Background: an optimization exercise with open tools, aiming at small area. Do not read the settings as production practice.
The RTL was checked by simulation tests, not by an equivalence proof against the original design.
Power and IR drop assume default switching activity.

$ cat design/flow/design.v
`timescale 1ns / 1ps
module synchronizer #
(
  parameter SIZE = 1
)
(
  input                   clk,
  input      [SIZE - 1:0] in,
  output reg [SIZE - 1:0] out
);
  reg [SIZE - 1:0] sync;
  always @(posedge clk) begin
    sync <= in;
    out  <= sync;
  end
endmodule
`timescale 1ns / 1ps
module spinn_receiver
(
  input             clk,
  input             rst,
  input             enable,
  output reg        err,
  input       [6:0] data_2of7,
  output reg        ack,
  output reg [31:0] pkt_key,
  output reg        pkt_mc,
  output reg        pkt_par,
  output reg        pkt_vld,
  input             pkt_rdy,
  output      [2:0] dbg_state
);
  localparam REST_ST = 3'd0;
  localparam IDLE_ST = 3'd1;
  localparam TRAN_ST = 3'd2;
  localparam WTRD_ST = 3'd3;
  localparam ERR0_ST = 3'd4;
  localparam EOP0_ST = 3'd5;
  localparam PARK_ST = 3'd6;
  reg  [2:0] state;
  reg  [6:0] old_data_2of7;
  reg  [4:0] cnt;
  reg        long_pkt;
  reg [31:0] key;
  reg        mc2, mc10;      
  reg        par_a, par_b;   
  wire [6:0] d = data_2of7 ^ old_data_2of7;
  reg dat, eop, nsb;
  always @(*) begin
    dat = 1'b0;
    eop = 1'b0;
    nsb = 1'b1;
    case (d)
      7'b0010001, 7'b0010010, 7'b0010100, 7'b0011000,
      7'b0100001, 7'b0100010, 7'b0100100, 7'b0101000,
      7'b1000001, 7'b1000010, 7'b1000100, 7'b1001000,
      7'b0000011, 7'b0000110, 7'b0001100, 7'b0001001: dat = 1'b1;
      7'b1100000:                                     eop = 1'b1;
      7'd0, 7'd1, 7'd2, 7'd4, 7'd8, 7'd16, 7'd32, 7'd64: nsb = 1'b0;
      default: ;
    endcase
  end
  wire bad = nsb & ~dat & ~eop;
  wire       g3 = ~(d[4] | d[5] | d[6]);
  wire [3:0] symbol;
  assign symbol[3] = d[6] | g3;
  assign symbol[2] = d[5] | g3;
  assign symbol[1] = d[3] | (~g3 & d[2]);
  assign symbol[0] = g3 ? ((d[1] & d[2]) | (d[0] & d[3])) : (d[1] | d[3]);
  wire       sym_par = ^symbol;
  wire       sym_mc  = ~symbol[3] & ~symbol[2];
  wire busy    = pkt_vld & ~pkt_rdy;
  wire exp_eop = (~long_pkt & (cnt == 5'd10)) | (cnt == 5'd18);
  wire short18 = ~long_pkt & (cnt == 5'd18);
  wire st_idle = (state == IDLE_ST);
  wire st_tran = (state == TRAN_ST);
  wire st_err  = (state == ERR0_ST);
  wire st_eop  = (state == EOP0_ST);
  wire st_wtrd = (state == WTRD_ST);
  wire take = ((st_eop & exp_eop) | st_wtrd) & ~busy;
  wire adv = (st_idle & nsb) | (st_tran & (dat | bad)) |
             ((st_eop | st_wtrd) & ~busy) | (st_err & (nsb | (cnt == 5'd31)));
  always @(posedge clk or posedge rst)
    if (rst)
      ack <= 1'b0;
    else if (state == REST_ST)
      ack <= 1'b1;
    else if (adv)
      ack <= ~ack;
  always @(posedge clk)
    if ((state == REST_ST) | adv)
      old_data_2of7 <= data_2of7;
  wire [4:0] cnt_inc = cnt + 5'd1;
  always @(posedge clk)
    if (st_idle)
      cnt <= {4'd0, dat};
    else if (st_tran) begin
      if (dat)
        cnt <= cnt_inc;
      else if (bad)
        cnt <= 5'd0;
    end else if (st_err)
      cnt <= cnt_inc;
  wire       sym_in = dat & (st_idle | st_tran);
  wire [4:0] cnew   = st_idle ? 5'd1 : cnt_inc;
  wire [4:0] kidx   = cnew - 5'd3;
  wire       kwr    = sym_in & (cnew >= 5'd3) & (cnew <= 5'd18) &
                      (~long_pkt | (cnew <= 5'd10));
  always @(posedge clk)
    if (st_idle & dat)
      long_pkt <= symbol[1];
  genvar i;
  generate
    for (i = 0; i < 8; i = i + 1) begin : nib
      always @(posedge clk)
        if (kwr & (kidx[2:0] == i))
          key[4*i +: 4] <= symbol;
    end
  endgenerate
  always @(posedge clk)
    if (sym_in) begin
      if (cnew == 5'd2)  mc2  <= sym_mc;
      if (cnew == 5'd10) mc10 <= sym_mc;
      par_a <= (cnew == 5'd1) ? sym_par : (par_a ^ sym_par);
      par_b <= (cnew == 5'd9) ? sym_par : (par_b ^ sym_par);
    end
  always @(posedge clk)
    if (take) begin
      pkt_key <= key;
      pkt_mc  <= short18 ? mc10  : mc2;
      pkt_par <= short18 ? par_b : par_a;
    end
  always @(posedge clk or posedge rst)
    if (rst)
      pkt_vld <= 1'b0;
    else
      pkt_vld <= take | busy;
  always @(posedge clk or posedge rst)
    if (rst)
      err <= 1'b0;
    else
      err <= st_err;
  always @(posedge clk or posedge rst)
    if (rst)
      state <= REST_ST;
    else
      case (state)
        REST_ST, PARK_ST:
          state <= enable ? IDLE_ST : PARK_ST;
        IDLE_ST:
          if (dat)
            state <= TRAN_ST;
          else if (bad)
            state <= ERR0_ST;
        TRAN_ST:
          if (bad)
            state <= ERR0_ST;
          else if (eop)
            state <= EOP0_ST;
        EOP0_ST:
          if (busy)
            state <= exp_eop ? WTRD_ST : EOP0_ST;
          else
            state <= enable ? IDLE_ST : PARK_ST;
        WTRD_ST:
          if (~busy)
            state <= enable ? IDLE_ST : PARK_ST;
        ERR0_ST:
          if (eop)
            state <= enable ? IDLE_ST : PARK_ST;
        default: ;
      endcase
  assign dbg_state = state;
endmodule
`timescale 1ns / 1ps
module spinn_driver
(
  input             clk,
  input             rst,
  input      [31:0] pkt_data,
  input             pkt_par,
  input             pkt_vld,
  output reg        pkt_rdy,
  output reg  [6:0] data_2of7,
  input             ack,
  output      [1:0] dbg_state
);
  localparam IDLE_ST = 2'd0;
  localparam TRAN_ST = 2'd1;
  localparam EOP_ST  = 2'd2;
  function [6:0] code_2of7;
    input [3:0] n;
    case (n)
      4'd0:  code_2of7 = 7'b0010001;
      4'd1:  code_2of7 = 7'b0010010;
      4'd2:  code_2of7 = 7'b0010100;
      4'd3:  code_2of7 = 7'b0011000;
      4'd4:  code_2of7 = 7'b0100001;
      4'd5:  code_2of7 = 7'b0100010;
      4'd6:  code_2of7 = 7'b0100100;
      4'd7:  code_2of7 = 7'b0101000;
      4'd8:  code_2of7 = 7'b1000001;
      4'd9:  code_2of7 = 7'b1000010;
      4'd10: code_2of7 = 7'b1000100;
      4'd11: code_2of7 = 7'b1001000;
      4'd12: code_2of7 = 7'b0000011;
      4'd13: code_2of7 = 7'b0000110;
      4'd14: code_2of7 = 7'b0001100;
      default: code_2of7 = 7'b0001001;
    endcase
  endfunction
  reg  [1:0] state;
  reg        old_ack;
  reg [31:0] buf_data;
  reg  [3:0] cnt;
  wire toggle = old_ack ^ ack;
  wire eop    = (cnt == 4'd10);
  wire first  = (cnt == 4'd1);
  wire st_idle = (state == IDLE_ST);
  wire st_tran = (state == TRAN_ST);
  wire st_eop  = (state == EOP_ST);
  wire       send_first = st_idle & pkt_vld;
  wire       send_next  = st_tran & toggle;
  wire [3:0] nib = send_first ? {3'b000, pkt_par} :
                   first      ? 4'd0 : buf_data[3:0];
  wire [6:0] sym = (send_next & eop) ? 7'b1100000 : code_2of7(nib);
  always @(posedge clk or posedge rst)
    if (rst)
      data_2of7 <= 7'd0;
    else if (send_first | send_next)
      data_2of7 <= data_2of7 ^ sym;
  always @(posedge clk)
    if (send_first | send_next)
      old_ack <= ack;
  always @(posedge clk)
    if (send_first)
      buf_data <= pkt_data;
    else if (send_next & ~first)
      buf_data <= {buf_data[31:28], buf_data[31:4]};
  always @(posedge clk)
    if (send_first)
      cnt <= 4'd1;
    else if (send_next)
      cnt <= cnt + 4'd1;
  always @(posedge clk or posedge rst)
    if (rst)
      pkt_rdy <= 1'b1;
    else if (st_idle)
      pkt_rdy <= ~pkt_vld;
    else if (st_eop)
      pkt_rdy <= toggle;
  always @(posedge clk or posedge rst)
    if (rst)
      state <= IDLE_ST;
    else
      case (state)
        IDLE_ST: if (pkt_vld)           state <= TRAN_ST;
        TRAN_ST: if (toggle & eop)      state <= EOP_ST;
        EOP_ST:  if (toggle)            state <= IDLE_ST;
        default: ;
      endcase
  assign dbg_state = state;
endmodule
`timescale 1ns / 1ps
module fifo3
(
  input             clk,
  input             rst,
  input             wr,
  input             rd,
  input      [31:0] din,
  output     [31:0] dout,
  output            empty,
  output            full
);
  reg  [1:0] len;
  reg [31:0] f0, f1, f2;
  always @(posedge clk or posedge rst)
    if (rst)
      len <= 2'd0;
    else
      len <= len + {1'b0, wr} - {1'b0, rd};
  always @(posedge clk) begin
    if ((len == 2'd0) | ((len == 2'd1) & rd))
      f0 <= din;
    else if (rd)
      f0 <= f1;
    if ((len[1] == 1'b0) | ((len == 2'd2) & rd))
      f1 <= din;
    else if (rd)
      f1 <= f2;
    if (len != 2'd3)
      f2 <= din;
  end
  assign dout  = f0;
  assign empty = (len == 2'd0);
  assign full  = (len == 2'd3);
endmodule
module in_mapper
(
  input             rst,
  input             clk,
  input             enable,
  output reg        dump_mode,
  output reg        offload,
  output            link_timeout,
  input             offload_on,
  input             offload_off,
  input      [31:0] tx_data_mask,
  input             link_timeout_dis,
  input      [31:0] iaer_data,
  input             iaer_vld,
  output            iaer_rdy,
  output     [31:0] ipkt_data,
  output            ipkt_par,
  output            ipkt_vld,
  input             ipkt_rdy
);
  reg [7:0] tcnt;
  always @(posedge clk or posedge rst)
    if (rst)
      tcnt <= 8'd129;
    else if (ipkt_rdy | link_timeout_dis)
      tcnt <= 8'd129;
    else if (tcnt != 8'd0)
      tcnt <= tcnt - 8'd1;
  assign link_timeout = (tcnt == 8'd0);
  always @(posedge clk or posedge rst)
    if (rst)
      offload <= 1'b1;
    else if (offload_off)
      offload <= 1'b0;
    else if (offload_on)
      offload <= 1'b1;
  always @(posedge clk or posedge rst)
    if (rst)
      dump_mode <= 1'b1;
    else
      dump_mode <= offload | link_timeout;
  wire fifo_full;
  wire fifo_empty;
  wire write = ~fifo_full & iaer_vld & enable;
  wire read  = ~fifo_empty & ipkt_rdy;
  fifo3 fifo
  (
    .clk   (clk),
    .rst   (rst),
    .wr    (write),
    .rd    (read),
    .din   (iaer_data & tx_data_mask),
    .dout  (ipkt_data),
    .empty (fifo_empty),
    .full  (fifo_full)
  );
  assign ipkt_par = ~(^ipkt_data);
  assign iaer_rdy = (~fifo_full | dump_mode) & enable;
  assign ipkt_vld = ~fifo_empty & ~dump_mode;
endmodule
`timescale 1ns / 1ps
module out_mapper
(
  input             rst,
  input             clk,
  output reg        parity_err,
  input             keys_enable,
  input      [31:0] start_key,
  input      [31:0] stop_key,
  output reg        cmd_start,
  output reg        cmd_stop,
  input      [31:0] rx_data_mask,
  input      [31:0] pkt_key,
  input             pkt_mc,
  input             pkt_par,
  input             pkt_vld,
  output            pkt_rdy,
  output     [31:0] oaer_data,
  output            oaer_vld,
  input             oaer_rdy
);
  wire fifo_full;
  wire fifo_empty;
  wire mc_ok    = pkt_vld & pkt_mc;
  wire is_start = (pkt_key == start_key);
  wire is_stop  = (pkt_key == stop_key);
  wire good     = mc_ok & pkt_par;
  always @(posedge clk or posedge rst)
    if (rst)
      parity_err <= 1'b0;
    else if (~fifo_full & mc_ok)
      parity_err <= ~pkt_par;
  always @(posedge clk or posedge rst)
    if (rst) begin
      cmd_start <= 1'b0;
      cmd_stop  <= 1'b0;
    end else begin
      cmd_start <= is_start & good & keys_enable;
      cmd_stop  <= is_stop  & good & keys_enable;
    end
  wire write = ~is_start & ~is_stop & ~fifo_full & good;
  wire read  = ~fifo_empty & oaer_rdy;
  fifo3 fifo
  (
    .clk   (clk),
    .rst   (rst),
    .wr    (write),
    .rd    (read),
    .din   (rx_data_mask & pkt_key),
    .dout  (oaer_data),
    .empty (fifo_empty),
    .full  (fifo_full)
  );
  assign pkt_rdy  = ~fifo_full;
  assign oaer_vld = ~fifo_empty;
endmodule
`timescale 1ns / 1ps
module spinn_neu_if #
    (
        parameter C_PSPNNLNK_WIDTH = 32,
        parameter C_HAS_TX         = "true",
        parameter C_HAS_RX         = "true"
    )
    (
        input wire         rst,
        input wire         clk_32,
        input wire         enable,
        output wire        dump_mode,
        output wire        parity_err,
        output wire        rx_err,
        output wire        offload,
        output wire        link_timeout,
        input  wire        link_timeout_dis,
        input  wire  [6:0] data_2of7_from_spinnaker,
        output wire        ack_to_spinnaker,
        output wire  [6:0] data_2of7_to_spinnaker,
        input  wire        ack_from_spinnaker,
        input  wire [31:0] iaer_addr,
        input  wire        iaer_vld,
        output wire        iaer_rdy,
        output wire [31:0] oaer_addr,
        output wire        oaer_vld,
        input  wire        oaer_rdy,
        input  wire        keys_enable,
        input  wire [31:0] start_key,
        input  wire [31:0] stop_key,
        output wire        cmd_start,
        output wire        cmd_stop,
        input  wire [31:0] tx_data_mask,
        input  wire [31:0] rx_data_mask,
        input wire         offload_off,
        input wire         offload_on,
        output wire  [2:0] dbg_rxstate,
        output wire  [1:0] dbg_txstate,
        output wire        dbg_ipkt_vld,
        output wire        dbg_ipkt_rdy,
        output wire        dbg_opkt_vld,
        output wire        dbg_opkt_rdy
    );
    wire  [6:0] s_ispinn_data;
    wire        s_ospinn_ack;
    wire [31:0] opkt_key;
    wire        opkt_mc;
    wire        opkt_par;
    wire        opkt_vld;
    wire        opkt_rdy;
    wire [31:0] ipkt_data;
    wire        ipkt_par;
    wire        ipkt_vld;
    wire        ipkt_rdy;
    synchronizer #(.SIZE(7)) sdat
    (
        .clk (clk_32),
        .in  (data_2of7_from_spinnaker),
        .out (s_ispinn_data)
    );
    spinn_receiver sr
    (
        .rst       (rst),
        .clk       (clk_32),
        .enable    (enable),
        .err       (rx_err),
        .data_2of7 (s_ispinn_data),
        .ack       (ack_to_spinnaker),
        .pkt_key   (opkt_key),
        .pkt_mc    (opkt_mc),
        .pkt_par   (opkt_par),
        .pkt_vld   (opkt_vld),
        .pkt_rdy   (opkt_rdy),
        .dbg_state (dbg_rxstate)
    );
    out_mapper om
    (
        .rst          (rst),
        .clk          (clk_32),
        .parity_err   (parity_err),
        .keys_enable  (keys_enable),
        .start_key    (start_key),
        .stop_key     (stop_key),
        .cmd_start    (cmd_start),
        .cmd_stop     (cmd_stop),
        .rx_data_mask (rx_data_mask),
        .pkt_key      (opkt_key),
        .pkt_mc       (opkt_mc),
        .pkt_par      (opkt_par),
        .pkt_vld      (opkt_vld),
        .pkt_rdy      (opkt_rdy),
        .oaer_data    (oaer_addr),
        .oaer_vld     (oaer_vld),
        .oaer_rdy     (oaer_rdy)
    );
    synchronizer #(.SIZE(1)) ssack
    (
        .clk (clk_32),
        .in  (ack_from_spinnaker),
        .out (s_ospinn_ack)
    );
    in_mapper im
    (
        .rst              (rst),
        .clk              (clk_32),
        .enable           (enable),
        .dump_mode        (dump_mode),
        .offload          (offload),
        .link_timeout     (link_timeout),
        .offload_on       (cmd_stop | offload_on),
        .offload_off      (cmd_start | offload_off),
        .tx_data_mask     (tx_data_mask),
        .link_timeout_dis (link_timeout_dis),
        .iaer_data        (iaer_addr),
        .iaer_vld         (iaer_vld),
        .iaer_rdy         (iaer_rdy),
        .ipkt_data        (ipkt_data),
        .ipkt_par         (ipkt_par),
        .ipkt_vld         (ipkt_vld),
        .ipkt_rdy         (ipkt_rdy)
    );
    spinn_driver sd
    (
        .rst       (rst),
        .clk       (clk_32),
        .pkt_data  (ipkt_data),
        .pkt_par   (ipkt_par),
        .pkt_vld   (ipkt_vld),
        .pkt_rdy   (ipkt_rdy),
        .data_2of7 (data_2of7_to_spinnaker),
        .ack       (s_ospinn_ack),
        .dbg_state (dbg_txstate)
    );
    assign dbg_ipkt_vld = ipkt_vld;
    assign dbg_ipkt_rdy = ipkt_rdy;
    assign dbg_opkt_vld = opkt_vld;
    assign dbg_opkt_rdy = opkt_rdy;
endmodule
$ cat design/flow/run.sh
#!/bin/bash
# synth_recipe.tcl (not shown) runs the flow's synth.tcl, then flattens the netlist and writes it again
# the make line also repeats each setting of config.mk as NAME=value (left out here)
make -C /OpenROAD-flow-scripts/flow DESIGN_CONFIG=/design/flow/config.mk WORK_HOME=/design/flow/orfs CLKGATE_MAP_FILE= SYNTH_SCRIPT=/design/flow/synth_recipe.tcl finish
$ cat design/flow/config.mk
export PLATFORM = sky130hd
export DESIGN_NAME = spinn_neu_if
export DESIGN_NICKNAME = spinn_neu_if
export VERILOG_FILES = /design/flow/design.v
export SDC_FILE = /design/flow/constraint.sdc
export NUM_CORES = 4
export LEC_CHECK = 0
export CAP_MARGIN = 20
export CORE_MARGIN = 2
export CORE_UTILIZATION = 40
export SLEW_MARGIN = 20
$ cat design/flow/constraint.sdc
create_clock -name core_clock -period 10.0 [get_ports {clk_32}]
set_input_delay 2.0000 -clock core_clock [delete_from_list [all_inputs] [get_ports {clk_32}]]
set_output_delay 2.0000 -clock core_clock [all_outputs]
set_load 0.01 [all_outputs]
==> flow_summary_export.csv, run 1 <==
group,metric,value,unit
setup_path,crit_required,8.00,ns
pwr,p_seq_frac,0.417,
placement,placed_area,18800,um2
setup_path,r2r_start,"sr.cnt[0]",
pwr,p_int,4.32,mW
floorplan,die_w,203,um
setup_path,cp_max_fo,8,
clocking,cts.sinks,361,
clocking,cts-root-buf,"clkbuf_16",
finish,stdcell_count,2147,
worst_hold_path,hp-start,"sdat.sync[1]",
sta,final_hold_viol_count,0,
clocking,cts_made_buffers,40,
logic_synthesis,synth-seq-cells,361,
sta,fin_crit,5.48,ns
setup_path,cp.arrival,3.48,ns
logic_synthesis,async_reset_ff_frac,0.0914,
routing,routedWlPerCell,17.0,um
sta,fin_crit_sh,0.548,
logic_synthesis,syn-num-nets,1548,
sta,setup_viol,0,
pwr,combPwrFrac,0.348,
placement,portBuffers,234,
logic_synthesis,syn-cell-area,15900,um2
clocking,postCtsResizedCells,0,
outcome,run_status,"timing/DRC/antenna clean",
sta,worst_slew_pin_slew,0.939,ns
clocking,hold_buffers,0,
floorplan,die_h,203,um
logic_synthesis,seq_area_frac_synth,0.658,
floorplan,die_area,41300,um2
clocking,clk_path_buf_depth,3,
floorplan,fp-row-count,72,
logic_synthesis,yosys_warnings,7,
global_route,first_global_vias,10045,
setup_path,crit_type,"input pin to output port",
pwr,ir_drop,155,uV
routing,via_count,10457,
clocking,postCtsSetupBuffers,0,
sta,drv_slew,0,
setup_path,setup.worst_path.end_class,"output port",
global_route,grt_overflow,0,
finish,layout.cells.most_common,"nand2_1",
global_route,grt_pass1_wl,56600,um
routing,drtPass1Iterations,5,
finish,final_area,20200,um2
sta,fin_setup_tns,0,ns
global_route,antenna_found_initial,1,
pwr,p_sw,2.22,mW
flow_run,drv_cap,0,
sta,maxSlewHeadroom,0.368,
placement,dp_hpwl,25700,um
placement,routabilityCongestion,0.819,
worst_hold_path,hold_path_class,"flip-flop to flip-flop",
setup_path,worstSetupStartpointType,"input pin",
floorplan,coreArea,38900,um2
routing,drt-total-wl,36400,um
sta,max_freq,182,MHz
global_route,grt_max_degree,65,
finish,layout.nets,1795,
setup_path,r2r-end,"sr.key[3]",
pwr,p_clk_frac,0.235,
setup_path,regToRegSetupSlack,6.53,ns
pwr,p_leak,8.01,nW
finish,n_antenna_cell,0,
clocking,clock_latency,0.55,ns
clocking,htreeDepth,2,
clocking,cts_tree,"yes",
floorplan,pin_count,235,
sta,fin_skew,0.0204,ns
finish,post_route_cells_drive_above_1_share,0.0724,
global_route,gr-usage-all-layers,0.177,
routing,drtAntennaViolNets,0,
placement,dp_cells,2073,
logic_synthesis,synthFlopType,"edfxtp_1",
clocking,clk_pin_slew,0.06,ns
logic_synthesis,synth_edf_count,304,
logic_synthesis,yosysUniqueCellTypes,71,
floorplan,initial_core_util,0.408,
logic_synthesis,syn_inst,1350,
routing,vias_per_cell,4.87,
finish,synthToLayoutAreaGrowth,27.3,%
routing,drcViolationCount,0,
worst_hold_path,hold_path_end,"sdat.out[1]",
pwr,p_per_area,324,nW/um2
worst_hold_path,hold_depth,0,
setup_path,rr_worst_depth,9,
sta,rsz0062_at_grt,"no",
pwr,p_sw_frac,0.340,
logic_synthesis,synth_area_per_cell,11.8,um2
pwr,fin_total_pwr,6.55,mW
routing,drt-initial-drc-count,512,
finish,most-common-layout-cells,"nand2_1, edfxtp_1, clkdlybuf4s50_1, o21ai_0, inv_1",
[critical path: stages]
cell,delay [ns]
clkdlybuf4s50_1,0.72
o21a_1,0.21
clkdlybuf4s50_1,0.56
[per-stage QoR]
step,setup WS [ns],hold slack [ns],util
final,4.52,0.315,0.519
after global placement,4.52,0.311,0.484
after global routing,4.47,0.326,0.519
after floorplan,5.86,0.310,-
after detailed placement,4.54,0.312,0.484
after CTS,4.52,0.316,0.519
[Yosys cell counts (5+ instances only)]
master / instances / share of area
nor3_1: 11 / 0.0035
and3_1: 8 / 0.0032
xor2_1: 84 / 0.046
a21oi_1: 16 / 0.0050
nor2b_1: 6 / 0.0024
nand2b_1: 10 / 0.0039
ha_1: 21 / 0.017
a31oi_1: 8 / 0.0032
clkbuf_1: 43 / 0.010
nand3_1: 14 / 0.0044
and2_1: 9 / 0.0035
nor2_1: 47 / 0.011
edfxtp_1: 304 / 0.58
nand4_1: 6 / 0.0024
o21ai_0: 150 / 0.047
nor4_1: 26 / 0.010
nand2_1: 311 / 0.074
dfstp_2: 5 / 0.0083
dfrtp_1: 28 / 0.044
or2_2: 5 / 0.0020
dfxtp_1: 24 / 0.030
xnor2_1: 46 / 0.025
inv_1: 89 / 0.021
[power by group through the flow]
stage               Combinational [mW]  Clock [mW]  Sequential (mW)
global route                      2.58        1.63             2.80
CTS                               2.32        1.58             2.74
floorplan                         1.54           0             2.72
global placement                  2.27           0             2.75
detailed placement                2.31           0             2.77
finish                            2.28        1.54             2.73
[registers in the layout, summed over array words and instances (netlist names), 8 cells and up]
| signal | flops |
|---|---|
| im.fifo.f0 | 32 |
| im.fifo.f1 | 32 |
| im.fifo.f2 | 32 |
| im.tcnt | 8 |
| om.fifo.f0 | 32 |
| om.fifo.f1 | 32 |
| om.fifo.f2 | 32 |
| sd.buf_data | 32 |
| sr.key | 32 |
| sr.pkt_key | 32 |
[kinds of logic (layout without fill, tap and decap cells)]
logic type | Yosys count | count (layout) | synth area share
AOI/OAI and AO/OA | 215 | 215 | 0.0784
xor gates and xnor gates | 135 | 135 | 0.0769
adders and majority gates | 23 | 23 | 0.0178
buffers and inverters | 134 | 413 | 0.0317
DFF | 361 | 361 | 0.658
muxes | 4 | 4 | 0.00307
and+or+nand+nor | 478 | 478 | 0.134
[final cells by class]
type / count / area, um2
Clock buffer: 51 / 1100
Clock inverter: 23 / 279
Fill cell: 3422 / 18700
Inverter: 89 / 334
Multi-Input combinational cell: 855 / 4930
Sequential cell: 361 / 10400
Tap cell: 518 / 648
Timing Repair Buffer: 250 / 2460
[per-layer routing]
layer  routed length [um]  track usage  vias to the layer above
li1                     -            -                     5183
met1                17300        0.253                     4937
met2                16400        0.275                      279
met3                 2000       0.0323                       56
met4                  802       0.0553                        2
met5                    9            0                        -
[worst max-delay path by stage]
stage | start | end | slack, ns | depth (start not counted)
6_report | enable | iaer_rdy | 4.52 | 3
3_5_place_dp | enable | iaer_rdy | 4.54 | 3
4_1_cts | enable | iaer_rdy | 4.52 | 3
2_1_floorplan | enable | iaer_rdy | 5.86 | 1
3_3_place_gp | enable | iaer_rdy | 4.52 | 3
5_1_grt | enable | iaer_rdy | 4.47 | 3
==> run 2: changes to the inputs <==
==> design/flow/flow/run.sh (new file) <==
#!/bin/bash
# Standard ORFS layout (the standard.sh, standard synthesis unchanged) with
# smaller port buffers and a clock tree of small buffers without dummy loads.
set -euo pipefail
export BUFFER_PORTS_ARGS="-buffer_cell sky130_fd_sc_hd__buf_1"
export CTS_ARGS="-sink_clustering_enable -repair_clock_nets -dont_use_dummy_load -buf_list sky130_fd_sc_hd__clkbuf_4"
bash standard.sh > standard.log 2>&1
==> design/flow/standard.sh (new file) <==
#!/bin/bash
# synth_recipe.tcl (not shown) runs the flow's synth.tcl, then flattens the netlist and writes it again
# the make line also repeats each setting of config.mk as NAME=value (left out here)
make -C /OpenROAD-flow-scripts/flow DESIGN_CONFIG=/design/flow/config.mk WORK_HOME=/design/flow/orfs CLKGATE_MAP_FILE= SYNTH_SCRIPT=/design/flow/synth_recipe.tcl "${@:-finish}"
--- a/design/flow/config.mk
+++ b/design/flow/config.mk
@@ -6,4 +6,5 @@
 export NUM_CORES = 4
 export LEC_CHECK = 0
+export ABC_AREA = 1
 export CAP_MARGIN = 20
 export CORE_MARGIN = 2
removed: design/flow/run.sh
==> run 2 against run 1 <==
Against the previous run:
- clock power down 38%
- area after synthesis increased by 0.13%
- register-to-register slack improved by 0.74 ns
- sequential power shrank 6%
- die area grew 0.13%
- setup slack improved by 0.81 ns
- hold slack gained 0.0055 ns
- flip-flop and latch count is the same
- largest power group unchanged
- highest routed layer is now met4
==> flow_summary_export.csv, run 2 <==
group,metric,value,unit
floorplan,pin_count,235,
logic_synthesis,synthAdderAreaFrac,0.0165,
logic_synthesis,synth_area_per_cell,10.8,um2
floorplan,initial_core_util,0.403,
logic_synthesis,synth_top_family_by_area,"simple AND/OR/NAND/NOR gates",
finish,layout.nets,1992,
setup_path,crit_required,8.00,ns
sta,drv_slew,0,
placement,dp_hpwl,24600,um
logic_synthesis,synthTopCellsByArea,"edfxtp_1, nand2_1, dfrtp_1",
setup_path,crit_type,"input pin to output port",
logic_synthesis,synthMuxAreaShare,0.00142,
floorplan,fp-row-count,73,
placement,portBuffers,234,
routing,routedWlPerCell,15.1,um
global_route,first_global_vias,10779,
pwr,p_leak,7.47,nW
pwr,p_per_area,285,nW/um2
sta,final_hold_viol_count,0,
routing,drt-total-wl,35000,um
global_route,grt_pass1_wl,54900,um
placement,routabilityCongestion,0.861,
finish,post_route_cells_drive_above_1_share,0.101,
logic_synthesis,syn-cell-area,15900,um2
setup_path,setup.worst_path.end_class,"output port",
sta,fin_ws,5.32,ns
sta,max_freq,214,MHz
clocking,clk_pin_slew,0.05,ns
global_route,antenna_found_initial,3,
finish,layout.cells.most_common,"nand2_1",
flow_run,drv_cap,0,
global_route,grt_max_degree,65,
sta,fin_crit_sh,0.468,
clocking,hold_buffers,0,
sta,fin_skew,0.0898,ns
placement,placed_area,17400,um2
clocking,cts-root-buf,"clkbuf_4",
clocking,postCtsResizedCells,0,
finish,synthToLayoutAreaGrowth,14.4,%
logic_synthesis,synth_compound_area_frac,0.0644,
routing,drt-initial-drc-count,723,
finish,most-common-layout-cells,"nand2_1, edfxtp_1, buf_1, inv_1, nor2_1",
clocking,cts_made_buffers,98,
floorplan,die_w,203,um
pwr,ir_drop,129,uV
setup_path,cp.arrival,2.68,ns
sta,worst_slew_pin_slew,1.10,ns
floorplan,coreArea,39500,um2
logic_synthesis,synth-seq-cells,361,
finish,post-route-util,0.461,
global_route,gr-usage-all-layers,0.172,
setup_path,critPathTopFamily,"buffers and inverters",
setup_path,worstSetupStartpointType,"input pin",
placement,pre_cts_ws,5.29,ns
worst_hold_path,hold_path_class,"flip-flop to flip-flop",
sta,holdWs,0.321,ns
outcome,run_status,"timing/DRC/antenna clean",
global_route,grt_overflow,0,
clocking,clock_latency,0.80,ns
setup_path,cp_slowest_cell,"nor2_1",
logic_synthesis,yosys.area_share.xor_xnor,0.0506,
routing,drcViolationCount,0,
sta,fin_setup_tns,0,ns
setup_path,cp_max_fo,4,
logic_synthesis,synthFlopType,"edfxtp_1",
logic_synthesis,seq_area_frac_synth,0.657,
routing,drtPass1Iterations,5,
finish,final_area,18200,um2
logic_synthesis,async_reset_ff_frac,0.0914,
sta,setup_viol,0,
logic_synthesis,yosysUniqueCellTypes,42,
clocking,cts.sinks,361,
logic_synthesis,yosys.area.top_type,"edfxtp_1",
setup_path,critical_path_buf_inv_count,3,
logic_synthesis,yosys_warnings,7,
clocking,htreeDepth,3,
floorplan,die_area,41300,um2
logic_synthesis,synth_common_cells,"nand2_1, edfxtp_1, inv_1",
routing,via_count,11070,
sta,fin_crit,4.68,ns
floorplan,die_h,203,um
clocking,cts_tree,"yes",
logic_synthesis,syn-num-nets,1676,
setup_path,cpPeakStageDelay,0.22,ns
clocking,postCtsSetupBuffers,0,
logic_synthesis,yosys.area.top_type_share,0.574,
setup_path,crit_path_cell_trace,"buf_1, inv_1, nor2_1, buf_1",
sta,rsz0062_at_grt,"no",
logic_synthesis,syn_inst,1478,
clocking,clk_path_buf_depth,3,
setup_path,crit_top_cell,"buf_1",
logic_synthesis,synth.most_common_cell,"nand2_1",
routing,drtAntennaViolNets,0,
routing,vias_per_cell,4.77,
sta,maxSlewHeadroom,0.269,
logic_synthesis,synth_edf_count,304,
logic_synthesis,synthSimpleGateAreaFrac,0.162,
## run 2: per-stage QoR
stage               total power, mW  std cells
finish                         5.19       2321
CTS                            5.27       2317
floorplan                      3.78       1478
detailed placement             4.28       2219
global placement               4.22       2219
global route                   5.61       2321
## run 2: power by group
part	internal, mW	total, mW	switching (mW)
registers	2.36	2.57	0.208
logic	0.566	1.66	1.09
clock network	0.440	0.956	0.516
total	3.37	5.19	1.82
## run 2: layout make-up
cell class              instances  area, um2
flip-flops and latches        361      10400
inverters                     167        627
well taps                     525        657
multi-input cells             917       4720
diodes                          4       10.0
clock buffers                  98        736
repair buffers                249        991
fillers                      3774      21300
## run 2: metal layers
layer,share of wire,GRT usage,wire length (um)
met1,0.45,0.229,15700
met2,0.44,0.261,15600
met3,0.076,0.0508,2680
met4,0.029,0.0751,1020
met5,0,0,0
## run 2: path summary, 6_finish.rpt
path,startpoint,endpoint,slack (ns),cells after the start
setup / recovery,enable,iaer_rdy,5.32,4
hold / removal,sdat.sync[2],sdat.out[2],0.32,0
hold reg to reg,sdat.sync[2],sdat.out[2],0.32,0
max in group asynchronous,rst,sd.pkt_rdy,8.27,3
setup reg to reg,sr.state[1],sr.key[10],7.27,12
min in group asynchronous,rst,im.fifo.len[1],1.31,3
## run 2: logic make-up (layout without fill, tap and decap cells)
family | count (synthesis) | after routing
AO/OA/AOI/OAI | 193 | 193
XOR/XNOR | 91 | 91
adder cells (fa/ha/maj) | 21 | 21
buffers and inverters | 200 | 514
flip-flops | 361 | 361
multiplexers | 2 | 2
other | 0 | 4
AND/OR/NAND/NOR | 610 | 610
==> run 3: changes to the inputs <==
--- a/design/flow/design.v
+++ b/design/flow/design.v
@@ -42,6 +42,6 @@
   reg  [4:0] cnt;
   reg        long_pkt;
-  reg [31:0] key;
-  reg        mc2, mc10;      
+  reg [31:0] key;            
+  reg        key_mc;         
   reg        par_a, par_b;   
   wire [6:0] d = data_2of7 ^ old_data_2of7;
@@ -69,5 +69,4 @@
   assign symbol[0] = g3 ? ((d[1] & d[2]) | (d[0] & d[3])) : (d[1] | d[3]);
   wire       sym_par = ^symbol;
-  wire       sym_mc  = ~symbol[3] & ~symbol[2];
   wire busy    = pkt_vld & ~pkt_rdy;
   wire exp_eop = (~long_pkt & (cnt == 5'd10)) | (cnt == 5'd18);
@@ -104,22 +103,15 @@
   wire       sym_in = dat & (st_idle | st_tran);
   wire [4:0] cnew   = st_idle ? 5'd1 : cnt_inc;
-  wire [4:0] kidx   = cnew - 5'd3;
-  wire       kwr    = sym_in & (cnew >= 5'd3) & (cnew <= 5'd18) &
-                      (~long_pkt | (cnew <= 5'd10));
+  wire       kshift = sym_in & (~long_pkt | (cnew <= 5'd10));
   always @(posedge clk)
     if (st_idle & dat)
       long_pkt <= symbol[1];
-  genvar i;
-  generate
-    for (i = 0; i < 8; i = i + 1) begin : nib
-      always @(posedge clk)
-        if (kwr & (kidx[2:0] == i))
-          key[4*i +: 4] <= symbol;
+  always @(posedge clk)
+    if (kshift) begin
+      key    <= {symbol, key[31:4]};
+      key_mc <= ~key[3] & ~key[2];
     end
-  endgenerate
   always @(posedge clk)
     if (sym_in) begin
-      if (cnew == 5'd2)  mc2  <= sym_mc;
-      if (cnew == 5'd10) mc10 <= sym_mc;
       par_a <= (cnew == 5'd1) ? sym_par : (par_a ^ sym_par);
       par_b <= (cnew == 5'd9) ? sym_par : (par_b ^ sym_par);
@@ -128,5 +120,5 @@
     if (take) begin
       pkt_key <= key;
-      pkt_mc  <= short18 ? mc10  : mc2;
+      pkt_mc  <= key_mc;
       pkt_par <= short18 ? par_b : par_a;
     end
@@ -181,5 +173,5 @@
   input             pkt_par,
   input             pkt_vld,
-  output reg        pkt_rdy,
+  output            pkt_rdy,
   output reg  [6:0] data_2of7,
   input             ack,
@@ -243,11 +235,5 @@
     else if (send_next)
       cnt <= cnt + 4'd1;
-  always @(posedge clk or posedge rst)
-    if (rst)
-      pkt_rdy <= 1'b1;
-    else if (st_idle)
-      pkt_rdy <= ~pkt_vld;
-    else if (st_eop)
-      pkt_rdy <= toggle;
+  assign pkt_rdy = st_idle;
   always @(posedge clk or posedge rst)
     if (rst)
@@ -317,13 +303,16 @@
   input             ipkt_rdy
 );
-  reg [7:0] tcnt;
+  localparam [7:0] T_START = 8'h01;
+  localparam [7:0] T_END   = 8'h16;
+  reg  [7:0] tcnt;
+  wire [7:0] tnext = {tcnt[6:0], tcnt[7] ^ tcnt[5] ^ tcnt[4] ^ tcnt[3]};
+  assign link_timeout = (tcnt == T_END);
   always @(posedge clk or posedge rst)
     if (rst)
-      tcnt <= 8'd129;
+      tcnt <= T_START;
     else if (ipkt_rdy | link_timeout_dis)
-      tcnt <= 8'd129;
-    else if (tcnt != 8'd0)
-      tcnt <= tcnt - 8'd1;
-  assign link_timeout = (tcnt == 8'd0);
+      tcnt <= T_START;
+    else if (~link_timeout)
+      tcnt <= tnext;
   always @(posedge clk or posedge rst)
     if (rst)
==> design/flow/flow/run.sh (replaced) <==
#!/bin/bash
# Layout flow: the standard ORFS flow (standard.sh) with
#  - an area-only abc script for the standard synthesis's logic mapping
#    (registers are mapped by the standard dfflibmap step, untouched by abc),
#  - buf_1 port buffers,
#  - a clock tree of clkbuf_4 with small sink clusters and no dummy loads.
set -euo pipefail
HERE=$(pwd)
rm -rf "$HERE/orfs_scripts"
cp -r "$FLOW_HOME/scripts" "$HERE/orfs_scripts"
cp "$HERE/flow/abc_area.script" "$HERE/orfs_scripts/abc_area.script"
export BUFFER_PORTS_ARGS="-buffer_cell sky130_fd_sc_hd__buf_1"
export CTS_ARGS="-sink_clustering_enable -repair_clock_nets -dont_use_dummy_load -buf_list sky130_fd_sc_hd__clkbuf_4 -sink_clustering_size 10 -sink_clustering_max_diameter 40"
bash standard.sh SCRIPTS_DIR="$HERE/orfs_scripts" finish > "$HERE/standard.log" 2>&1
==> design/flow/flow/abc_area.script (new file) <==
strash
dch -f
amap -F 2 -A 8
topo
==> run 3 against run 2 <==
Against the previous run:
- via count decreased by 9.4%
- hold slack got worse by 0.0087 ns
- clock power decreased by about 30%
- register-to-register slack got worse by 0.72 ns
- design area decreased by 6.7%
- wire length decreased by 0.44%
==> flow_summary_export.csv, run 3 <==
group,metric,value,unit
clocking,cts-root-buf,"clkbuf_4",
routing,routedWlPerCell,18.4,um
global_route,first_global_vias,9466,
floorplan,die_h,197,um
clocking,cts_tree,"yes",
sta,fin_crit_sh,0.459,
setup_path,crit_required,8.00,ns
clocking,hold_buffers,0,
logic_synthesis,synth_area_per_cell,13.2,um2
logic_synthesis,synth.most_common_cell,"edfxtp_1",
placement,routabilityCongestion,0.858,
logic_synthesis,yosys.area.top_type,"edfxtp_1",
sta,fin_ws,5.41,ns
logic_synthesis,syn-num-nets,1323,
flow_run,drv_cap,0,
routing,drcViolationCount,0,
sta,fin_skew,0.104,ns
floorplan,die_w,197,um
sta,maxSlewHeadroom,0.308,
logic_synthesis,seq_area_frac_synth,0.696,
clocking,clk_pin_slew,0.10,ns
logic_synthesis,yosys.area.top_type_share,0.610,
routing,via_count,10028,
sta,final_hold_viol_count,0,
worst_hold_path,hold_depth,0,
sta,fin_setup_tns,0,ns
setup_path,r2r_start,"sr.old_data_2of7[1]",
sta,setup_viol,0,
logic_synthesis,synthFlopType,"edfxtp_1",
global_route,grt_max_degree,38,
logic_synthesis,synthTopCellsByArea,"edfxtp_1, o22a_1, dfrtp_1",
routing,vias_per_cell,5.29,
setup_path,worstSetupStartpointType,"input pin",
clocking,clock_latency,0.72,ns
setup_path,cp_max_fo,5,
placement,placed_area,16600,um2
floorplan,initial_core_util,0.407,
logic_synthesis,syn-cell-area,14900,um2
logic_synthesis,synth-seq-cells,359,
logic_synthesis,synth_common_cells,"edfxtp_1, o22a_1, nor2_1",
routing,drt-total-wl,34800,um
setup_path,rr_worst_depth,12,
placement,pre_cts_ws,5.09,ns
logic_synthesis,yosysUniqueCellTypes,42,
finish,post_route_cells_drive_above_1_share,0.0533,
clocking,clk_path_buf_depth,3,
pwr,p_per_area,326,nW/um2
logic_synthesis,async_reset_ff_frac,0.0891,
floorplan,pin_count,235,
floorplan,die_area,38900,um2
finish,final_area,17000,um2
pwr,ir_drop,154,uV
routing,drtPass1Iterations,5,
routing,drt-initial-drc-count,635,
clocking,postCtsSetupBuffers,0,
setup_path,cp.arrival,2.59,ns
setup_path,cp-startpoint,"enable",
routing,drtAntennaViolNets,0,
finish,fill_cells,3389,
global_route,antenna_found_initial,1,
sta,rsz0062_at_grt,"no",
sta,fin_crit,4.59,ns
outcome,run_status,"timing/DRC/antenna clean",
clocking,htreeDepth,2,
logic_synthesis,synth_edf_count,303,
finish,synthToLayoutAreaGrowth,13.7,%
clocking,postCtsResizedCells,0,
global_route,gr-usage-all-layers,0.177,
global_route,grt_overflow,0,
logic_synthesis,yosys_warnings,7,
setup_path,setup.worst_path.end_class,"output port",
pwr,fin_total_pwr,5.52,mW
placement,portBuffers,234,
finish,most-common-layout-cells,"edfxtp_1, buf_1, o22a_1, nor2_1, clkinv_1",
placement,dp_hpwl,24900,um
finish,layout.cells.most_common,"edfxtp_1",
finish,layout.nets,1624,
worst_hold_path,hp-start,"sdat.sync[5]",
setup_path,crit_type,"input pin to output port",
sta,drv_slew,0,
sta,worst_slew_pin_slew,1.04,ns
pwr,p_leak,5.85,nW
floorplan,fp-row-count,70,
floorplan,coreArea,36700,um2
global_route,grt_pass1_wl,52500,um
worst_hold_path,hold_path_class,"flip-flop to flip-flop",
logic_synthesis,syn_inst,1128,
clocking,cts_made_buffers,48,
sta,max_freq,218,MHz
clocking,cts.sinks,359,
==> run 3: changes by cell type after synthesis, sizes merged, moves of 16 or more <==
| cell | previous run | this run |
|---|---|---|
| nand2 | 385 | 53 |
| inv | 167 | 0 |
| o22a | 0 | 156 |
| clkinv | 0 | 108 |
| xnor2 | 71 | 0 |
| o21ai | 91 | 47 |
| and2 | 0 | 38 |
| nand3 | 37 | 6 |
| clkbuf | 30 | 0 |
| nor2b | 0 | 30 |
| o221ai | 1 | 20 |
| xor2 | 20 | 2 |
| or2 | 19 | 3 |
==> run 3: layer usage <==
layer	vias to the layer above	global-route usage	part of all wire
li1	4930	-	-
met1	4729	0.252	0.47
met2	312	0.275	0.45
met3	57	0.0318	0.059
met4	0	0.0574	0.025
met5	-	0	0
==> run 3: path summary, 6_finish.rpt <==
kind	slack, ns	to
max	5.41	iaer_rdy
min	0.31	sdat.out[5]
max reg2reg	6.55	sr.state[1]
min reg2reg	0.31	sdat.out[5]
max in group asynchronous	8.16	sd.data_2of7[0]
min in group asynchronous	1.36	om.fifo.len[1]
==> run 3: cell families (layout without fill, tap and decap cells) <==
family	after synthesis	count (layout)	synth area share
xor gates and xnor gates	2	2	0.00117
and+or+nand+nor	299	299	0.0936
adders and majority gates	18	18	0.0151
AOI/OAI and AO/OA	342	342	0.167
other	0	1	0
buffers and inverters	108	407	0.0272
DFF	359	359	0.696
==> run 3: worst max-delay path: stages <==
cell and delay [ns]:
buf_1 0.18, clkinv_1 0.12, nor2_1 0.11, buf_1 0.18
==> run 3: power by group <==
part           switching, mW  internal [mW]
clock network          0.447          0.220
registers              0.282           2.52
logic                   1.29          0.768
total                   2.02           3.51
==> run 3: final cells by class <==
type	instances	area, um2	share of cell area
Clock buffer	48	360	0.0212
Sequential cell	359	10400	0.612
Timing Repair Buffer	251	1050	0.0617
Multi-Input combinational cell	661	4180	0.246
Tap cell	468	586	0.0345
Inverter	108	405	0.0239
Antenna cell	1	2.50	0.000148
==> run 3: through the flow <==
step | util | hold WS [ns] | instances
2_1_floorplan | - | 0.310 | 1128
3_3_place_gp | 0.451 | 0.310 | 1845
3_5_place_dp | 0.452 | 0.313 | 1846
4_1_cts | 0.461 | 0.318 | 1894
5_1_grt | 0.462 | 0.339 | 1896
6_report | 0.462 | 0.312 | 1896
==> run 4: changes to the inputs <==
--- a/design/flow/design.v
+++ b/design/flow/design.v
@@ -214,6 +214,7 @@
   wire       send_first = st_idle & pkt_vld;
   wire       send_next  = st_tran & toggle;
+  wire [2:0] nidx = cnt[2:0] - 3'd2;   
   wire [3:0] nib = send_first ? {3'b000, pkt_par} :
-                   first      ? 4'd0 : buf_data[3:0];
+                   first      ? 4'd0 : buf_data[4 * nidx +: 4];
   wire [6:0] sym = (send_next & eop) ? 7'b1100000 : code_2of7(nib);
   always @(posedge clk or posedge rst)
@@ -228,6 +229,4 @@
     if (send_first)
       buf_data <= pkt_data;
-    else if (send_next & ~first)
-      buf_data <= {buf_data[31:28], buf_data[31:4]};
   always @(posedge clk)
     if (send_first)
@@ -267,13 +266,13 @@
     else
       len <= len + {1'b0, wr} - {1'b0, rd};
+  wire f0_din  = (len == 2'd0) | ((len == 2'd1) & rd);
+  wire f0_nxt  = len[1] & rd;
+  wire f0_keep = ~(f0_din | f0_nxt);
+  wire f1_din  = ~len[1] | ((len == 2'd2) & rd);
+  wire f1_nxt  = (len == 2'd3) & rd;
+  wire f1_keep = ~(f1_din | f1_nxt);
   always @(posedge clk) begin
-    if ((len == 2'd0) | ((len == 2'd1) & rd))
-      f0 <= din;
-    else if (rd)
-      f0 <= f1;
-    if ((len[1] == 1'b0) | ((len == 2'd2) & rd))
-      f1 <= din;
-    else if (rd)
-      f1 <= f2;
+    f0 <= ({32{f0_din}} & din) | ({32{f0_nxt}} & f1) | ({32{f0_keep}} & f0);
+    f1 <= ({32{f1_din}} & din) | ({32{f1_nxt}} & f2) | ({32{f1_keep}} & f1);
     if (len != 2'd3)
       f2 <= din;
==> run 4 against run 3 <==
Against the previous run:
- critical endpoint unchanged
- largest cell class unchanged
- clock-buffer cell count rose by 4
- combinational power is 8% lower
- core utilization rose by 0.39 points
- area after synthesis down 5.1%
- fmax increased by 0.58%
- die area shrank 5.0%
- via count up 9.5%
- flip-flop and latch count is the same
- critical path depth unchanged
- synthesized cell count increased by 9.9%
==> flow_summary_export.csv, run 4 <==
group,metric,value,unit
setup_path,rr_worst_depth,10,
outcome,run_status,"timing/DRC/antenna clean",
finish,stdcell_count,1996,
setup_path,crit_top_cell,"buf_1",
logic_synthesis,syn-num-nets,1436,
clocking,cts_made_buffers,52,
placement,dp_hpwl,24700,um
placement,placed_area,15800,um2
logic_synthesis,yosys_warnings,7,
finish,post_route_cells_drive_above_1_share,0.0533,
floorplan,die_w,192,um
pwr,ir_drop,165,uV
routing,drtAntennaViolNets,0,
finish,fill_cells,3281,
global_route,antenna_found_initial,2,
floorplan,pin_count,235,
logic_synthesis,synth-seq-cells,359,
setup_path,r2r-end,"sd.data_2of7[0]",
setup_path,setup.worst_path.end_class,"output port",
placement,routabilityCongestion,0.858,
logic_synthesis,syn_inst,1240,
pwr,p_clk_frac,0.139,
floorplan,initial_core_util,0.408,
clocking,hold_buffers,0,
setup_path,critical_path_buf_inv_count,3,
logic_synthesis,yosysUniqueCellTypes,41,
sta,maxSlewHeadroom,0.314,
setup_path,crit_path_cell_trace,"buf_1, clkinv_1, nor2_1, buf_1",
finish,synthToLayoutAreaGrowth,14.3,%
sta,fin_skew,0.130,ns
global_route,grt_max_degree,38,
floorplan,coreArea,34700,um2
placement,portBuffers,234,
routing,routedWlPerCell,18.3,um
clocking,cts_tree,"yes",
clocking,clk_path_buf_depth,3,
clocking,cts.sinks,359,
routing,vias_per_cell,5.50,
pwr,p_sw,2.04,mW
routing,drcViolationCount,0,
sta,rsz0062_at_grt,"no",
logic_synthesis,synth.most_common_cell,"clkinv_1",
worst_hold_path,hold_path_end,"sdat.out[3]",
logic_synthesis,yosys.area.top_type_share,0.371,
logic_synthesis,synthFlopType,"edfxtp_1",
sta,fin_ws,5.44,ns
clocking,clk_pin_slew,0.05,ns
sta,fin_setup_tns,0,ns
setup_path,cpPeakStageDelay,0.16,ns
sta,fin_crit_sh,0.456,
sta,fin_crit,4.56,ns
sta,final_hold_viol_count,0,
logic_synthesis,synthTopCellsByArea,"edfxtp_1, dfxtp_1, a222oi_1",
clocking,htreeDepth,2,
global_route,grt_overflow,0,
placement,pre_cts_ws,5.44,ns
logic_synthesis,synth_area_per_cell,11.4,um2
routing,drt-initial-drc-count,1298,
floorplan,die_area,36900,um2
setup_path,cp_max_fo,4,
finish,layout.cells.most_common,"buf_1",
setup_path,crit_type,"input pin to output port",
global_route,grt_pass1_wl,55700,um
floorplan,fp-row-count,68,
setup_path,regToRegSetupSlack,6.39,ns
pwr,combPwrFrac,0.374,
logic_synthesis,synth_common_cells,"clkinv_1, edfxtp_1, dfxtp_1",
worst_hold_path,hold_path_class,"flip-flop to flip-flop",
sta,setup_viol,0,
clocking,postCtsSetupBuffers,0,
finish,layout.nets,1737,
logic_synthesis,synth_edf_count,175,
logic_synthesis,yosys.area.top_type,"edfxtp_1",
finish,final_area,16200,um2
worst_hold_path,hp-start,"sdat.sync[3]",
clocking,cts-root-buf,"clkbuf_4",
sta,drv_slew,0,
setup_path,critPathTopFamily,"buffers and inverters",
sta,max_freq,219,MHz
routing,via_count,10979,
pwr,p_seq_frac,0.487,
pwr,fin_total_pwr,5.05,mW
pwr,p_int,3.00,mW
pwr,p_leak,5.65,nW
clocking,clock_latency,0.78,ns
routing,drtPass1Iterations,9,
placement,dp_cells,1942,
worst_hold_path,hold_depth,0,
logic_synthesis,seq_area_frac_synth,0.643,
setup_path,worstSetupStartpointType,"input pin",
sta,worst_slew_pin_slew,1.03,ns
setup_path,crit_required,8.00,ns
flow_run,drv_cap,0,
routing,drt-total-wl,36400,um
global_route,first_global_vias,10013,
logic_synthesis,syn-cell-area,14200,um2
setup_path,cp_slowest_cell,"buf_1",
global_route,gr-usage-all-layers,0.195,
clocking,postCtsResizedCells,0,
finish,most-common-layout-cells,"buf_1, clkinv_1, edfxtp_1, dfxtp_1, a222oi_1",
setup_path,cp.arrival,2.56,ns
setup_path,r2r_start,"sd.cnt[0]",
floorplan,die_h,192,um
logic_synthesis,async_reset_ff_frac,0.0891,
pwr,p_per_area,312,nW/um2
pwr,p_sw_frac,0.405,
## run 4: cell types whose count changed after synthesis, sizes merged, moves of 4 or more
cell and delta:
nor2 -7, dfxtp +128, o22a -154, a222oi +127, o21ai +22, clkinv +114, nor2b -4, nand2 +14
a21oi -17, edfxtp -128
## run 4: cell type report
class                           instances  area (um2)  share of cell area
Antenna cell                            2        5.00            0.000309
Clock buffer                           52         390              0.0241
Inverter                              222         833              0.0515
Multi-Input combinational cell        659        4300               0.266
Sequential cell                       359        9100               0.563
Tap cell                              455         569              0.0352
Timing Repair Buffer                  247         976              0.0603
## run 4: worst register-to-register path: cells and delay by family (launching register included)
family / cells / cell delay [ns]
buffers and inverters: 3 / 1.04
AO/OA/AOI/OAI: 5 / 1.52
AND/OR/NAND/NOR: 2 / 0.22
flip-flops: 1 / 0.79
## run 4: metal layers
layer	up-vias	share of wire	track usage
met2	447	0.44	0.292
met1	5194	0.46	0.285
met3	59	0.077	0.0360
met5	-	0.00036	0
met4	2	0.024	0.0672
li1	5277	-	-
## run 4: power by group through the flow
stage	Combinational, mW	Clock, mW	Sequential [mW]
floorplan	1.24	0	2.43
global placement	1.84	0	2.47
detailed placement	1.89	0	2.49
CTS	1.90	0.739	2.46
global route	2.12	0.798	2.51
finish	1.89	0.702	2.46
## run 4: logic make-up after synthesis
kind of cell             count (synthesis)  share of synthesized area
AO/OA/AOI/OAI                          336                      0.181
flip-flops                             359                      0.643
XOR/XNOR                                 4                    0.00247
adder cells (fa/ha/maj)                 19                     0.0168
buffers and inverters                  222                     0.0588
AND/OR/NAND/NOR                        300                     0.0983
## run 4: worst max-delay path by stage
stage / cells past startpoint / from / slack [ns] / end
after floorplan: 5 / oaer_rdy / 4.72 / om.fifo.f0[0]
after global placement: 4 / enable / 5.46 / iaer_rdy
after detailed placement: 4 / enable / 5.44 / iaer_rdy
after CTS: 7 / im.fifo.len[1] / 5.41 / iaer_rdy
after global routing: 7 / im.fifo.len[1] / 5.29 / iaer_rdy
final: 4 / enable / 5.44 / iaer_rdy
## run 4: metrics by stage
| step | hold WS [ns] | util |
|---|---|---|
| 5_1_grt | 0.335 | 0.466 |
| 6_report | 0.325 | 0.466 |
| 3_5_place_dp | 0.312 | 0.455 |
| 3_3_place_gp | 0.310 | 0.455 |
| 4_1_cts | 0.327 | 0.466 |
| 2_1_floorplan | 0.310 | - |
==> run 5: changes to the inputs <==
==> design/flow/flow/run.sh (replaced) <==
#!/bin/bash
# Layout flow: the standard ORFS flow (standard.sh) with
#  - its synthesis script unchanged except for an area-only abc script
#    (abc_area.script) and no adder extraction (ADDER_MAP_FILE empty), so
#    the registers are mapped by the same dfflibmap step as the standard
#    synthesis and abc only maps the logic between them,
#  - buf_1 port buffers,
#  - a clock tree of clkbuf_4 with small sink clusters and no dummy loads.
set -euo pipefail
HERE=$(pwd)
rm -rf "$HERE/orfs_scripts"
cp -r "$FLOW_HOME/scripts" "$HERE/orfs_scripts"
cp "$HERE/flow/abc_area.script" "$HERE/orfs_scripts/abc_area.script"
export BUFFER_PORTS_ARGS="-buffer_cell sky130_fd_sc_hd__buf_1"
export CTS_ARGS="-sink_clustering_enable -repair_clock_nets -dont_use_dummy_load -buf_list sky130_fd_sc_hd__clkbuf_4 -sink_clustering_size 10 -sink_clustering_max_diameter 40"
bash standard.sh SCRIPTS_DIR="$HERE/orfs_scripts" ADDER_MAP_FILE= finish > "$HERE/standard.log" 2>&1
==> design/flow/flow/abc_area.script (replaced) <==
strash
dch -f
amap -F 2 -A 8
topo
strash
dch -f
amap -F 2 -A 8
topo
==> run 5 against run 4 <==
Against the previous run:
- still clean on timing, DRC and antenna
- wire length decreased by 2.9%
- hold slack barely moved
- cell count fell by 2.0%
- sequential share of layout area rose by 1.0 points
- area after synthesis is 2.1% lower
- critical path type unchanged
- critical endpoint unchanged
- largest cell class unchanged
- largest power group unchanged
==> flow_summary_export.csv, run 5 <==
group,metric,value,unit
pwr,ir_drop,273,uV
finish,stdcell_count,1957,
logic_synthesis,synth_common_cells,"clkinv_1, edfxtp_1, dfxtp_1",
logic_synthesis,synth_area_per_cell,11.5,um2
logic_synthesis,yosys.area.top_type_share,0.379,
setup_path,worstSetupStartpointType,"input pin",
clocking,postCtsResizedCells,0,
finish,synthToLayoutAreaGrowth,14.6,%
setup_path,cp.arrival,2.61,ns
sta,setup_viol,0,
logic_synthesis,yosysUniqueCellTypes,43,
sta,maxSlewHeadroom,0.310,
logic_synthesis,yosys.area.top_type,"edfxtp_1",
logic_synthesis,async_reset_ff_frac,0.0891,
finish,most-common-layout-cells,"buf_1, clkinv_1, edfxtp_1, dfxtp_1, a222oi_1",
logic_synthesis,syn-num-nets,1378,
routing,drtPass1Iterations,7,
finish,post-route-util,0.462,
sta,fin_skew,0.102,ns
logic_synthesis,seq_area_frac_synth,0.656,
floorplan,pin_count,235,
clocking,hold_buffers,0,
finish,layout.nets,1678,
clocking,htreeDepth,2,
setup_path,r2r-end,"sr.state[1]",
clocking,clk_pin_slew,0.04,ns
sta,max_freq,217,MHz
worst_hold_path,hold_path_class,"flip-flop to flip-flop",
sta,worst_slew_pin_slew,1.03,ns
flow_run,drv_cap,0,
pwr,p_per_area,290,nW/um2
routing,drt-initial-drc-count,1337,
floorplan,die_area,36200,um2
placement,portBuffers,234,
global_route,grt_overflow,0,
setup_path,crit_type,"input pin to output port",
sta,drv_slew,0,
sta,fin_crit,4.61,ns
logic_synthesis,syn-cell-area,13900,um2
clocking,cts.sinks,359,
routing,drtAntennaViolNets,0,
global_route,grt_max_degree,37,
placement,dp_cells,1901,
clocking,cts_made_buffers,53,
logic_synthesis,synthTopCellsByArea,"edfxtp_1, dfxtp_1, a222oi_1",
routing,routedWlPerCell,18.1,um
routing,drt-total-wl,35400,um
sta,fin_crit_sh,0.461,
setup_path,r2r_start,"sr.old_data_2of7[2]",
floorplan,die_w,190,um
routing,via_count,10764,
finish,layout.cells.most_common,"buf_1",
clocking,cts-root-buf,"clkbuf_4",
sta,fin_setup_tns,0,ns
pwr,p_leak,5.52,nW
clocking,clock_latency,0.75,ns
clocking,clk_path_buf_depth,3,
finish,post_route_cells_drive_above_1_share,0.0547,
setup_path,cp_max_fo,4,
setup_path,setup.worst_path.end_class,"output port",
sta,rsz0062_at_grt,"no",
floorplan,coreArea,34400,um2
logic_synthesis,synthFlopType,"edfxtp_1",
routing,drcViolationCount,0,
clocking,cts_tree,"yes",
clocking,postCtsSetupBuffers,0,
floorplan,die_h,190,um
logic_synthesis,synth-seq-cells,359,
routing,vias_per_cell,5.50,
global_route,first_global_vias,10151,
outcome,run_status,"timing/DRC/antenna clean",
placement,dp_hpwl,23500,um
setup_path,rr_worst_depth,12,
placement,routabilityCongestion,0.899,
logic_synthesis,synth.most_common_cell,"clkinv_1",
logic_synthesis,syn_inst,1201,
global_route,gr-usage-all-layers,0.194,
logic_synthesis,synth_edf_count,175,
global_route,grt_pass1_wl,54700,um
worst_hold_path,hp-start,"sdat.sync[1]",
global_route,antenna_found_initial,3,
sta,final_hold_viol_count,0,
floorplan,initial_core_util,0.403,
setup_path,crit_required,8.00,ns
logic_synthesis,yosys_warnings,7,
setup_path,regToRegSetupSlack,6.51,ns
worst_hold_path,hold_path_end,"sdat.out[1]",
worst_hold_path,hold_depth,0,
floorplan,fp-row-count,68,
finish,fill_cells,3263,
run 5: logic make-up after synthesis:
logic type / count (synthesis) / share of synthesized area
AO/OA/AOI/OAI: 337 / 0.184
XOR/XNOR: 10 / 0.00632
buffers and inverters: 213 / 0.0577
AND/OR/NAND/NOR: 282 / 0.0954
flip-flops: 359 / 0.656
run 5: area by class of cell:
class | count | area, um2 | area share
Multi-Input combinational cell | 629 | 4050 | 0.255
Clock buffer | 53 | 398 | 0.0250
Sequential cell | 359 | 9100 | 0.573
Antenna cell | 3 | 7.51 | 0.000473
Inverter | 213 | 800 | 0.0503
Tap cell | 455 | 569 | 0.0358
Timing Repair Buffer | 245 | 961 | 0.0605
run 5: per-stage QoR:
stage               setup slack (ns)  hold WS (ns)  instance area [um2]  power (mW)
global route                    5.33         0.345                15900        4.93
detailed placement              5.40         0.314                15500        3.93
finish                          5.39         0.325                15900        4.60
floorplan                       4.42         0.310                13900        3.36
CTS                             5.39         0.326                15900        4.64
global placement                5.43         0.314                15500        3.89
run 5: worst max-delay path: stages:
cell	delay [ns]
buf_1	0.16
clkinv_1	0.13
nor2_1	0.15
buf_1	0.17
run 5: worst max path at each step:
stage / from / end / slack, ns / depth (start not counted)
global route: enable / iaer_rdy / 5.33 / 4
detailed placement: enable / iaer_rdy / 5.40 / 4
finish: enable / iaer_rdy / 5.39 / 4
floorplan: oaer_rdy / om.fifo.f1[0] / 4.42 / 5
CTS: enable / iaer_rdy / 5.39 / 4
global placement: enable / iaer_rdy / 5.43 / 4
run 5: routing by layer:
layer / vias to the layer above / track usage / share of wire
li1: 5149 / - / -
met1: 5051 / 0.266 / 0.43
met2: 484 / 0.301 / 0.44
met3: 80 / 0.0386 / 0.089
met4: 0 / 0.0814 / 0.033
met5: - / 0 / 0
run 5: power breakdown:
part           internal, mW  total (mW)  leakage [nW]  switching [mW]
Combinational         0.525        1.57          1.91            1.05
Clock                 0.242       0.700         0.244           0.458
Sequential             2.05        2.33          3.36           0.275
Total                  2.82        4.60          5.52            1.78
==> run 6: changes to the inputs <==
--- a/design/flow/design.v
+++ b/design/flow/design.v
@@ -214,7 +214,6 @@
   wire       send_first = st_idle & pkt_vld;
   wire       send_next  = st_tran & toggle;
-  wire [2:0] nidx = cnt[2:0] - 3'd2;   
   wire [3:0] nib = send_first ? {3'b000, pkt_par} :
-                   first      ? 4'd0 : buf_data[4 * nidx +: 4];
+                   first      ? 4'd0 : buf_data[3:0];
   wire [6:0] sym = (send_next & eop) ? 7'b1100000 : code_2of7(nib);
   always @(posedge clk or posedge rst)
@@ -226,7 +225,13 @@
     if (send_first | send_next)
       old_ack <= ack;
-  always @(posedge clk)
+  wire buf_shift = send_next & ~first;
+  wire buf_keep  = ~(send_first | buf_shift);
+  always @(posedge clk) begin
+    buf_data[27:0]  <= ({28{send_first}} & pkt_data[27:0]) |
+                       ({28{buf_shift}} & buf_data[31:4]) |
+                       ({28{buf_keep}} & buf_data[27:0]);
     if (send_first)
-      buf_data <= pkt_data;
+      buf_data[31:28] <= pkt_data[31:28];
+  end
   always @(posedge clk)
     if (send_first)
==> run 6 against run 5 <==
Against the previous run:
- first-iteration DRC count down 0.22%
- register-to-register slack lost 0.14 ns
- die area is 0.98% lower
- critical path depth stayed put
- via count decreased by 0.40%
- sequential share of layout area fell by 1.3 points
- global-route usage decreased by 0.075 points
- clock-buffer cell count is 3 lower
- fmax shrank 3.2%
- wire length increased by 0.69%
- hold slack worse by 0.045 ns
- critical path type unchanged
==> flow_summary_export.csv, run 6 <==
group,metric,value,unit
outcome,run_status,"timing/DRC/antenna clean",
floorplan,die_area,35800,um2
placement,routabilityCongestion,0.900,
floorplan,fp-row-count,67,
clocking,htreeDepth,2,
flow_run,drv_cap,0,
logic_synthesis,async_reset_ff_frac,0.0891,
finish,layout.nets,1708,
finish,post-route-util,0.467,
sta,worst_slew_pin_slew,0.997,ns
logic_synthesis,yosys.area.top_type_share,0.322,
sta,max_freq,210,MHz
sta,fin_setup_tns,0,ns
setup_path,crit_path_cell_trace,"buf_1, clkinv_1, nor2_1, buf_1",
sta,fin_crit_sh,0.476,
setup_path,cp_max_fo,5,
setup_path,rr_worst_depth,13,
worst_hold_path,hold_path_class,"flip-flop to flip-flop",
logic_synthesis,yosys.area.top_type,"edfxtp_1",
floorplan,coreArea,33700,um2
sta,fin_crit,4.76,ns
worst_hold_path,hp-start,"sdat.sync[0]",
setup_path,r2r_start,"sr.old_data_2of7[2]",
logic_synthesis,syn_inst,1232,
clocking,postCtsSetupBuffers,0,
floorplan,die_w,189,um
worst_hold_path,hold_depth,0,
logic_synthesis,yosysUniqueCellTypes,36,
global_route,grt_max_degree,38,
global_route,grt_pass1_wl,55200,um
logic_synthesis,synthFlopType,"dfxtp_1",
logic_synthesis,syn-cell-area,13700,um2
worst_hold_path,hold_path_end,"sdat.out[0]",
sta,drv_slew,0,
pwr,p_per_area,295,nW/um2
logic_synthesis,synth_common_cells,"clkinv_1, dfxtp_1, a222oi_1",
placement,placed_area,15300,um2
clocking,clk_pin_slew,0.10,ns
clocking,cts_made_buffers,50,
setup_path,critical_path_buf_inv_count,3,
floorplan,pin_count,235,
routing,vias_per_cell,5.42,
clocking,postCtsResizedCells,0,
logic_synthesis,seq_area_frac_synth,0.643,
sta,rsz0062_at_grt,"no",
clocking,clk_path_buf_depth,3,
setup_path,r2r-end,"sr.state[1]",
routing,drcViolationCount,0,
setup_path,cp_slowest_cell,"buf_1",
global_route,antenna_found_initial,2,
setup_path,setup.worst_path.end_class,"output port",
logic_synthesis,synth_edf_count,147,
placement,portBuffers,234,
logic_synthesis,synthMuxAreaShare,0,
routing,drtAntennaViolNets,0,
logic_synthesis,yosys_warnings,7,
placement,dp_hpwl,23700,um
logic_synthesis,synthSimpleGateAreaFrac,0.105,
setup_path,cp.arrival,2.76,ns
clocking,clock_latency,0.71,ns
sta,setup_viol,0,
finish,stdcell_count,1979,
finish,most-common-layout-cells,"buf_1, clkinv_1, dfxtp_1, a222oi_1, edfxtp_1",
routing,drt-initial-drc-count,1334,
clocking,cts_tree,"yes",
setup_path,crit_type,"input pin to output port",
global_route,grt_overflow,0,
logic_synthesis,synth-seq-cells,359,
sta,fin_ws,5.24,ns
finish,post_route_cells_drive_above_1_share,0.0523,
logic_synthesis,syn-num-nets,1409,
placement,pre_cts_ws,5.25,ns
floorplan,initial_core_util,0.407,
routing,routedWlPerCell,18.0,um
sta,maxSlewHeadroom,0.334,
finish,fill_cells,3222,
sta,final_hold_viol_count,0,
setup_path,cpPeakStageDelay,0.23,ns
routing,via_count,10721,
logic_synthesis,synth_area_per_cell,11.1,um2
finish,layout.cells.most_common,"buf_1",
logic_synthesis,synth_top_family_by_area,"compound AO/OA/AOI/OAI gates",
sta,fin_skew,0.103,ns
pwr,p_leak,5.56,nW
clocking,hold_buffers,0,
placement,dp_cells,1926,
setup_path,crit_top_cell,"buf_1",
floorplan,die_h,189,um
setup_path,crit_required,8.00,ns
logic_synthesis,synthTopCellsByArea,"edfxtp_1, dfxtp_1, a222oi_1",
pwr,ir_drop,232,uV
setup_path,regToRegSetupSlack,6.37,ns
setup_path,worstSetupStartpointType,"input pin",
routing,drtPass1Iterations,8,
clocking,cts-root-buf,"clkbuf_4",
finish,synthToLayoutAreaGrowth,14.7,%
logic_synthesis,synth.most_common_cell,"clkinv_1",
logic_synthesis,synth_compound_area_frac,0.188,
logic_synthesis,synthAdderAreaFrac,0,
logic_synthesis,yosys.area_share.xor_xnor,0.00383,
finish,final_area,15700,um2
setup_path,critPathTopFamily,"buffers and inverters",
global_route,gr-usage-all-layers,0.193,
clocking,cts.sinks,359,
global_route,first_global_vias,10293,
routing,drt-total-wl,35600,um
==> run 6: changes by cell type after synthesis, sizes merged, moves of 12 or more <==
cell | previous run | this run
a222oi | 129 | 157
dfxtp | 152 | 180
edfxtp | 175 | 147
nand2 | 34 | 57
o22ai | 24 | 12
==> run 6: kinds of logic after synthesis <==
group           after synthesis
simple gates                308
flops                       359
compound gates              337
xor+xnor                      6
buf+inv                     222
==> run 6: final cells by class <==
class / instances / area (um2) / area share
repair buffers: 247 / 996 / 0.0632
multi-input cells: 651 / 4160 / 0.264
clock buffers: 50 / 375 / 0.0238
inverters: 222 / 833 / 0.0529
flip-flops and latches: 359 / 8820 / 0.560
diodes: 2 / 5.00 / 0.000318
well taps: 448 / 561 / 0.0356
==> run 6: per-stage QoR <==
stage                     hold slack [ns]  power, mW
final                               0.280       4.64
after detailed placement            0.313       3.99
after floorplan                     0.310       3.40
after CTS                           0.286       4.68
after global routing                0.278       5.00
after global placement              0.313       3.95
==> run 6: how the worst max path moves through the flow <==
stage / start / to / slack [ns] / depth (start not counted)
2_1_floorplan: oaer_rdy / om.fifo.f1[0] / 4.42 / 5
3_3_place_gp: enable / iaer_rdy / 5.24 / 4
3_5_place_dp: enable / iaer_rdy / 5.25 / 4
4_1_cts: enable / iaer_rdy / 5.24 / 4
5_1_grt: enable / iaer_rdy / 5.19 / 4
6_report: enable / iaer_rdy / 5.24 / 4
==> run 6: metal layers <==
layer | vias up | GRT usage | wire length (um)
li1 | 5223 | - | -
met1 | 5022 | 0.266 | 15900
met2 | 427 | 0.316 | 16500
met3 | 49 | 0.0354 | 2630
met4 | 0 | 0.0492 | 635
met5 | - | 0 | 0
==> run 6: worst register-to-register path, delay by kind of cell, from the launching register on <==
kind                   cells  cell delay [ns]
DFF                        1             0.39
and+or+nand+nor            3             0.48
AOI/OAI and AO/OA          9             2.37
buffers and inverters      1             0.24
==> run 6: power by group <==
part | total, mW | internal (mW) | switching (mW)
registers | 2.35 | 2.06 | 0.289
logic | 1.61 | 0.551 | 1.06
clock network | 0.681 | 0.229 | 0.452
